This is an optimization exercise on Yosys and OpenROAD, whose aim is small area, a short achievable clock period and few clock cycles, not a production implementation.

red:
// ieee754multiplier
module ieee754multiplier (
    input logic clk, rst_n,
    input logic [31:0] a_i,
    input logic [31:0] b_i,
    input logic start_i,
    output logic done_o,
    output logic nan_o,
    output logic inifinit_o,
    output logic overflow_o,
    output logic underflow_o,
    output logic [31:0] product_o
);
Size in the first run: ~1,800 cells after synthesis, about 37 flip-flops, ~0.015 mm2 of cells after synthesis.
Settings: LEC_CHECK=0, ABC_AREA=1, CAP_MARGIN=20, CORE_MARGIN=2, CORE_UTILIZATION=50, SETUP_SLACK_MARGIN=1.25, SLEW_MARGIN=20, SYNTH_HIERARCHICAL=1; clock period 9.0 ns.
standard.sh (not shown) runs the stock make flow with config.mk's settings and CLKGATE_MAP_FILE= SYNTH_SCRIPT=/design/flow/synth_recipe.tcl, a recipe that flattens the netlist after the stock synthesis.
==> flow/flow/run.sh <==
#!/bin/bash
# The standard layout (the standard.sh: the standard synthesis and the
# ORFS steps to finish), except that the port buffers that global placement
# inserts are buf_1 cells instead of the tool's default pick.
set -euo pipefail
export BUFFER_PORTS_ARGS="-buffer_cell sky130_fd_sc_hd__buf_1"
bash standard.sh > standard.log 2>&1
[inputs] blue vs red
--- a/flow/design.v
+++ b/flow/design.v
@@ -8,12 +8,13 @@
     output logic inifinit_o,
     output logic overflow_o,
     output logic underflow_o,
     output logic [31:0] product_o
 );
 logic [47:0] m;
+logic        mhi_min;    
 logic        zero, sign, norm;
 logic [9:0]  esum, e0, e1;
 logic neg0;
 logic one0;
 logic two0;
 logic pp1;
@@ -1587,18 +1588,19 @@
 fpmul_fa u_s886 (.a(s718), .b(c797), .c(s798), .s(s886), .co(c887));
 fpmul_fa u_s888 (.a(c719), .b(s800), .c(c799), .s(s888), .co(c889));
 fpmul_fa u_s890 (.a(pp310), .b(c801), .c(s802), .s(s890), .co(c891));
 fpmul_fa u_s892 (.a(ci324), .b(pp311), .c(c803), .s(s892), .co(c893));
 assign rx = {ci325, c891, s890, c887, c885, s884, s882, c879, c877, c875, s874, c871, c869, c867, c865, c863, c861, c859, c857, c855, c853, c851, c849, c847, c845, c843, c841, c839, c837, c835, c833, c831, c829, c827, c825, c823, c821, c819, c817, c815, c813, c811, c809, c807, c805, pp3, pp2, neg0};
 assign ry = {c893, s892, c889, s888, s886, c883, c881, s880, s878, s876, c873, s872, s870, s868, s866, s864, s862, s860, s858, s856, s854, s852, s850, s848, s846, s844, s842, s840, s838, s836, s834, s832, s830, s828, s826, s824, s822, s820, s818, s816, s814, s812, s810, s808, s806, s804, 1'b0, pp1};
-logic [20:0] mseg0;
-assign mseg0 = {1'b0, rx[19:0]} + {1'b0, ry[19:0]};
-assign m[19:0] = mseg0[19:0];
-logic [28:0] mseg1;
-assign mseg1 = {1'b0, rx[47:20]} + {1'b0, ry[47:20]} + {28'd0, mseg0[20]};
-assign m[47:20] = mseg1[27:0];
+logic [16:0] mseg0;
+assign mseg0 = {1'b0, rx[15:0]} + {1'b0, ry[15:0]};
+assign m[15:0] = mseg0[15:0];
+logic [32:0] mseg1;
+assign mseg1 = {1'b0, rx[47:16]} + {1'b0, ry[47:16]} + {32'd0, mseg0[16]};
+assign m[47:16] = mseg1[31:0];
+assign mhi_min = ~m[24] & ~(((rx[25] ^ ry[25])) ^ (rx[24] | ry[24])) & ~(((rx[26] ^ ry[26])) ^ (rx[25] | ry[25])) & ~(((rx[27] ^ ry[27])) ^ (rx[26] | ry[26])) & ~(((rx[28] ^ ry[28])) ^ (rx[27] | ry[27])) & ~(((rx[29] ^ ry[29])) ^ (rx[28] | ry[28])) & ~(((rx[30] ^ ry[30])) ^ (rx[29] | ry[29])) & ~(((rx[31] ^ ry[31])) ^ (rx[30] | ry[30])) & ~(((rx[32] ^ ry[32])) ^ (rx[31] | ry[31])) & ~(((rx[33] ^ ry[33])) ^ (rx[32] | ry[32])) & ~(((rx[34] ^ ry[34])) ^ (rx[33] | ry[33])) & ~(((rx[35] ^ ry[35])) ^ (rx[34] | ry[34])) & ~(((rx[36] ^ ry[36])) ^ (rx[35] | ry[35])) & ~(((rx[37] ^ ry[37])) ^ (rx[36] | ry[36])) & ~(((rx[38] ^ ry[38])) ^ (rx[37] | ry[37])) & ~(((rx[39] ^ ry[39])) ^ (rx[38] | ry[38])) & ~(((rx[40] ^ ry[40])) ^ (rx[39] | ry[39])) & ~(((rx[41] ^ ry[41])) ^ (rx[40] | ry[40])) & ~(((rx[42] ^ ry[42])) ^ (rx[41] | ry[41])) & ~(((rx[43] ^ ry[43])) ^ (rx[42] | ry[42])) & ~(((rx[44] ^ ry[44])) ^ (rx[43] | ry[43])) & ~(((rx[45] ^ ry[45])) ^ (rx[44] | ry[44])) & ~(((rx[46] ^ ry[46])) ^ (rx[45] | ry[45])) & ~(((rx[47] ^ ry[47]) ^ 1'b1) ^ (rx[46] | ry[46]));
 assign sign = a_i[31] ^ b_i[31];
 assign zero = (a_i[22:0] == 23'd0) || (b_i[22:0] == 23'd0);
 assign esum = {2'b00, a_i[30:23]} + {2'b00, b_i[30:23]};
 assign e0   = esum - 10'd127;
 assign e1   = esum - 10'd126;
 logic        nan0, ovf0, unf0, keep0, sgn0;
@@ -1613,13 +1615,13 @@
 logic [7:0]  exp1;
 assign eff1  = !zero && e1[7:0] == 8'hFF;
 assign ovf1  = !zero && e1[7:0] != 8'hFF && e1[9:8] != 2'b00;
 assign unf1  = zero || (e1[7:0] == 8'h00 && e1[9:8] == 2'b00);
 assign keep1 = !eff1 && !ovf1 && !unf1;
 assign exp1  = (ovf1 || eff1) ? 8'hFF : (keep1 ? e1[7:0] : 8'h00);
-assign nz1   = (m[46:24] != 23'd0);
+assign nz1   = !mhi_min;    
 logic        nan_d, inf_d, ovf_d, unf_d, sign_d;
 logic [7:0]  exp_d;
 logic [22:0] frac_d;
 assign norm   = m[47];
 assign nan_d  = norm ? (eff1 && nz1) : nan0;
 assign inf_d  = norm && eff1 && !nz1;
- Changes observed in blue relative to red: routed wire length on met2 has increased; global-route usage went down 0.91 points; routed length on met1 rose by 3.6%; maximum frequency moved up.
- | flip-flop and latch count | blue vs red | ≈ equal |
- blue has number of placement rows above what red had.
- blue vs. red: detailed-route wire length per cell shrank by 3.6%; core utilization fell by 4.9 points.
No functional check of the RTL was part of any run of this note.

port drivers added, routing unchanged:
In the flow no input, the clock included, has a driving cell. The finished layouts below were timed again as built, in two steps.
Step 1, drivers: a clkbuf_16 drives clk and a buf_2 each remaining input, both assumed.
Step 2 times the ports against the registers' clock, not the clock port: input delays grow and output delays shrink by t, the midpoint of the rising clock arrivals with the driver on.
a / b / c = ideal ports / drivers / drivers and shift; a / b = the first two.
| run | t (ns) | setup slack, ns | latest minus earliest clock arrival (ns) | pins driven straight from the clock port |
|---|---|---|---|---|
| red | 0.320 | 1.447 / 1.451 / 1.131 | 0.009 / 0.009 | 1 |
| blue | 0.303 | 1.470 / 1.468 / 1.165 | 0.003 / 0.002 | 1 |
After both steps setup and hold are still met in every run listed. For red, which loses most, drivers alone change the setup slack by +0.004 ns; drivers and shift together by -0.316 ns.
